This is an optimization exercise on Yosys and OpenROAD, whose aim is small area, a short achievable clock period and few clock cycles, not a production implementation. In this exercise RTL edits were held to simulation tests only and were not proved equivalent to the original.

Setup of run B:
==> flow/design.v <==
module lzc64(input [63:0] x, output [6:0] z);
    wire [31:0] v1, p1;
    wire [15:0] v2; wire [31:0] p2;
    wire [7:0]  v3; wire [23:0] p3;
    wire [3:0]  v4; wire [15:0] p4;
    wire [1:0]  v5; wire [9:0]  p5;
    wire v6; wire [5:0] p6;
    genvar j;
    generate
        for (j = 0; j < 32; j = j + 1) begin : l1
            assign v1[j] = x[2*j+1] | x[2*j];
            assign p1[j] = ~x[2*j+1];
        end
        for (j = 0; j < 16; j = j + 1) begin : l2
            assign v2[j] = v1[2*j+1] | v1[2*j];
            assign p2[2*j+1:2*j] = v1[2*j+1] ? {1'b0, p1[2*j+1]} : {1'b1, p1[2*j]};
        end
        for (j = 0; j < 8; j = j + 1) begin : l3
            assign v3[j] = v2[2*j+1] | v2[2*j];
            assign p3[3*j+2:3*j] = v2[2*j+1] ? {1'b0, p2[4*j+3:4*j+2]} : {1'b1, p2[4*j+1:4*j]};
        end
        for (j = 0; j < 4; j = j + 1) begin : l4
            assign v4[j] = v3[2*j+1] | v3[2*j];
            assign p4[4*j+3:4*j] = v3[2*j+1] ? {1'b0, p3[6*j+5:6*j+3]} : {1'b1, p3[6*j+2:6*j]};
        end
        for (j = 0; j < 2; j = j + 1) begin : l5
            assign v5[j] = v4[2*j+1] | v4[2*j];
            assign p5[5*j+4:5*j] = v4[2*j+1] ? {1'b0, p4[8*j+7:8*j+4]} : {1'b1, p4[8*j+3:8*j]};
        end
    endgenerate
    assign v6 = v5[1] | v5[0];
    assign p6 = v5[1] ? {1'b0, p5[9:5]} : {1'b1, p5[4:0]};
    assign z = v6 ? {1'b0, p6} : 7'd64;
endmodule
module ks64(input [63:0] a, input [63:0] b, input cin, output [63:0] s, output cout);
    wire [64:0] g0 = {a & b, cin};
    wire [64:0] p0 = {a ^ b, 1'b0};
    wire [64:0] g [0:7];
    wire [64:0] p [0:7];
    assign g[0] = g0; assign p[0] = p0;
    genvar l, i;
    generate
        for (l = 0; l < 7; l = l + 1) begin : lv
            for (i = 0; i < 65; i = i + 1) begin : bt
                if ((i >> l) & 1) begin : m
                    assign g[l+1][i] = g[l][i] | p[l][i] & g[l][((i >> l) << l) - 1];
                    assign p[l+1][i] = p[l][i] & p[l][((i >> l) << l) - 1];
                end else begin : n
                    assign g[l+1][i] = g[l][i];
                    assign p[l+1][i] = p[l][i];
                end
            end
        end
    endgenerate
    assign s = p0[64:1] ^ g[7][63:0];
    wire [63:0] tg0 = a & b, tp0 = a ^ b;
    wire [31:0] tg1, tp1; wire [15:0] tg2, tp2; wire [7:0] tg3, tp3;
    wire [3:0] tg4, tp4; wire [1:0] tg5, tp5; wire tg6, tp6;
    generate
        for (i = 0; i < 32; i = i + 1) begin : c1
            assign tg1[i] = tg0[2*i+1] | tp0[2*i+1] & tg0[2*i];
            assign tp1[i] = tp0[2*i+1] & tp0[2*i];
        end
        for (i = 0; i < 16; i = i + 1) begin : c2
            assign tg2[i] = tg1[2*i+1] | tp1[2*i+1] & tg1[2*i];
            assign tp2[i] = tp1[2*i+1] & tp1[2*i];
        end
        for (i = 0; i < 8; i = i + 1) begin : c3
            assign tg3[i] = tg2[2*i+1] | tp2[2*i+1] & tg2[2*i];
            assign tp3[i] = tp2[2*i+1] & tp2[2*i];
        end
        for (i = 0; i < 4; i = i + 1) begin : c4
            assign tg4[i] = tg3[2*i+1] | tp3[2*i+1] & tg3[2*i];
            assign tp4[i] = tp3[2*i+1] & tp3[2*i];
        end
        for (i = 0; i < 2; i = i + 1) begin : c5
            assign tg5[i] = tg4[2*i+1] | tp4[2*i+1] & tg4[2*i];
            assign tp5[i] = tp4[2*i+1] & tp4[2*i];
        end
    endgenerate
    assign tg6 = tg5[1] | tp5[1] & tg5[0];
    assign tp6 = tp5[1] & tp5[0];
    assign cout = tg6 | tp6 & cin;
endmodule
module ysyx_040066_Div(
    input clk,rst,
    input [63:0] src1_in,
    input [63:0] src2_in,
    input is_w,
    input [1:0] ALUctr_in,
    input in_valid,
    output reg in_ready,
    output reg out_valid,
    output [63:0] result
);
    wire div_signed = ~ALUctr_in[0];
    wire [63:0] src1 = {is_w ? {32{src1_in[31] & div_signed}} : src1_in[63:32], src1_in[31:0]};
    wire [63:0] src2 = {is_w ? {32{src2_in[31] & div_signed}} : src2_in[63:32], src2_in[31:0]};
    wire sx = src1[63] & div_signed;
    wire sy = src2[63] & div_signed;
    reg [63:0] Ain;     
    reg [63:0] Bin;     
    reg xs_i, ys_i, al_i;
    reg iv;             
    reg sv;             
    reg [5:0] cnt_i;    
    wire [63:0] a_x = src1 ^ {64{sx}};
    wire [63:0] b_x = src2 ^ {64{sy}};
    wire [6:0] za_w, zb_w;
    lzc64 u_lza(.x(a_x), .z(za_w));
    lzc64 u_lzb(.x(b_x), .z(zb_w));
    reg [6:0] za, zb;
    wire [7:0] s_diff = {1'b0, zb} - {1'b0, za} + {7'b0, xs_i};
    wire b_zero = zb[6] & ~ys_i;          
    reg st_iter, st_post, first;
    reg [63:0] R;       
    reg [63:0] Q;       
    reg [63:0] D;       
    reg [63:0] OUT;     
    reg [5:0] count;
    reg xs, ys, aluctr, neg_f;
    wire last = st_iter & (count[5:1] == 5'd0);
    wire single = last & ~count[0];
    wire handoff = iv & sv & (~st_iter | last);
    wire accept = in_ready & in_valid;
    wire [63:0] a_abs = Ain + {63'b0, xs_i};
    wire [63:0] d_sh = ~((Bin << cnt_i) | ({64{ys_i}} >> (7'd64 - {1'b0, cnt_i})));
    wire [63:0] Dh = {1'b1, D[63:1]};
    wire [63:0] t1, t2, t3;
    wire c1, c2, c3o;
    ks64 u_add1(.a(R), .b(D), .cin(~ys), .s(t1), .cout(c1));
    ks64 u_add2(.a(R), .b(Dh), .cin(~ys), .s(t2), .cout(c2));
    wire [63:0] cs_s = R ^ D ^ Dh;
    wire [64:0] cs_c = {(R & D) | (R & Dh) | (D & Dh), ~ys};
    ks64 u_add3(.a(cs_s), .b(cs_c[63:0]), .cin(~ys), .s(t3), .cout(c3o));
    wire c3 = cs_c[64] & c3o;
    wire q1 = c1;
    wire q0 = c1 ? c3 : c2;
    wire q0e = q0 & ~single;
    wire sel3 = q1 & q0e, sel1 = q1 & ~q0e, sel2 = ~q1 & q0e, selr = ~q1 & ~q0e;
    wire [63:0] r_next = ({64{sel3}} & t3) | ({64{sel1}} & t1) | ({64{sel2}} & t2) | ({64{selr}} & R);
    wire lastA = last & aluctr;
    wire [63:0] q_base = first ? 64'b0 : Q;
    wire [63:0] q_next = single ? {q_base[62:0], c1} : {q_base[61:0], q1, q0};
    wire do_neg = aluctr ? xs : (xs ^ ys);
    wire [63:0] res = (Q ^ {64{neg_f}}) + {63'b0, neg_f};
    wire iv_n = accept | (iv & ~handoff);
    wire sv_n = iv & ~handoff;
    wire st_iter_n = (st_iter & ~last) | handoff;
    wire [5:0] count_n = handoff ? cnt_i : count - 6'd2;
    wire last_n = st_iter_n & (count_n[5:1] == 5'd0);
    always @(posedge clk) begin
        if (rst) begin
            iv <= 1'b0; sv <= 1'b0;
            st_iter <= 1'b0; st_post <= 1'b0;
            in_ready <= 1'b1;
            out_valid <= 1'b0;
        end else begin
            iv <= iv_n; sv <= sv_n;
            st_iter <= st_iter_n; st_post <= last;
            in_ready <= ~iv_n | (sv_n & (~st_iter_n | last_n));
            out_valid <= st_post;
        end
    end
    always @(posedge clk) begin
        if (accept) begin
            Ain <= a_x;
            Bin <= b_x;
            za <= za_w;
            zb <= zb_w;
            xs_i <= sx;
            ys_i <= sy;
            al_i <= ALUctr_in[1];
        end
        if (iv & ~sv) cnt_i <= (s_diff[7] & ~b_zero) ? 6'd0 : (b_zero | s_diff[6]) ? 6'd63 : s_diff[5:0];
        if (handoff) begin
            xs <= xs_i;
            ys <= ys_i;
            aluctr <= al_i;
        end
        if (last) neg_f <= do_neg;
    end
    always @(posedge clk) begin
        R <= ({64{handoff}} & a_abs) | ({64{~handoff & sel3}} & t3) | ({64{~handoff & sel1}} & t1) |
             ({64{~handoff & sel2}} & t2) | ({64{~handoff & selr}} & R);
        D <= handoff ? d_sh : {2'b11, D[63:2]};
        count <= count_n;
        first <= handoff;
        Q <= ({64{~lastA}} & q_next) | ({64{lastA & sel3}} & t3) | ({64{lastA & sel1}} & t1) |
             ({64{lastA & sel2}} & t2) | ({64{lastA & selr}} & R);
        OUT <= res;
    end
    assign result = OUT;
endmodule
Settings: LEC_CHECK=0, ABC_AREA=1, CAP_MARGIN=20, CORE_MARGIN=2, CORE_UTILIZATION=45, PLACE_DENSITY=0.72, SETUP_SLACK_MARGIN=4, SLEW_MARGIN=20; clock period 7.5 ns.
run.sh (not shown) runs the stock make flow with config.mk's settings and CLKGATE_MAP_FILE= SYNTH_SCRIPT=/design/flow/synth_recipe.tcl, a recipe that flattens the netlist after the stock synthesis.
Testbench counts of run B, summed over its fixed seeds: cycles 19,182.
#### Input delta (run A over run B)
Settings: a deleted PLACE_DENSITY that had been 0.72.
Results
Utilization run B -> run A: down
Of run A and run B, the run reporting the lower worst-case setup margin in the final layout was run B.
Non-clock buffer count was lower in run A than in run B.
Of run A and run B, the run reporting the higher register-to-register slack was run A.
Comparing run A with run B, the number of hold violations in the final report came out essentially unchanged.
Relative to run B, the first-pass GRT wire length of run A is higher by 5700 um.
Post-DP HPWL: run A and run B compared, lower one is run B

==> static timing again, ports no longer ideal <==
The results above use ideal ports. As a check the final layouts listed here were re-extracted and re-timed, cells and wires unchanged.
Step 1: set_driving_cell puts a clkbuf_16 on clk and a buf_2 on each other input, an assumption about the parent block.
Step 2 moves the port delays by t, midway between the first and last clock arrival at a register: inputs arrive t later, outputs are due t later. That takes back most of the time a late clock gives input paths.
Slacks: ideal / step 1 / step 2; pairs: ideal / step 1.
run | t (ns) | setup slack, ns | latest minus earliest clock arrival (ns)
run B | 0.708 | 4.011 / 4.011 / 3.421 | 0.054 / 0.053
run A | 0.719 | 4.032 / 4.032 / 3.431 | 0.025 / 0.026
After both steps every run listed still meets setup and hold. For run A, which loses most, drivers alone change the setup slack by 0.000 ns; drivers and shift together by -0.601 ns.
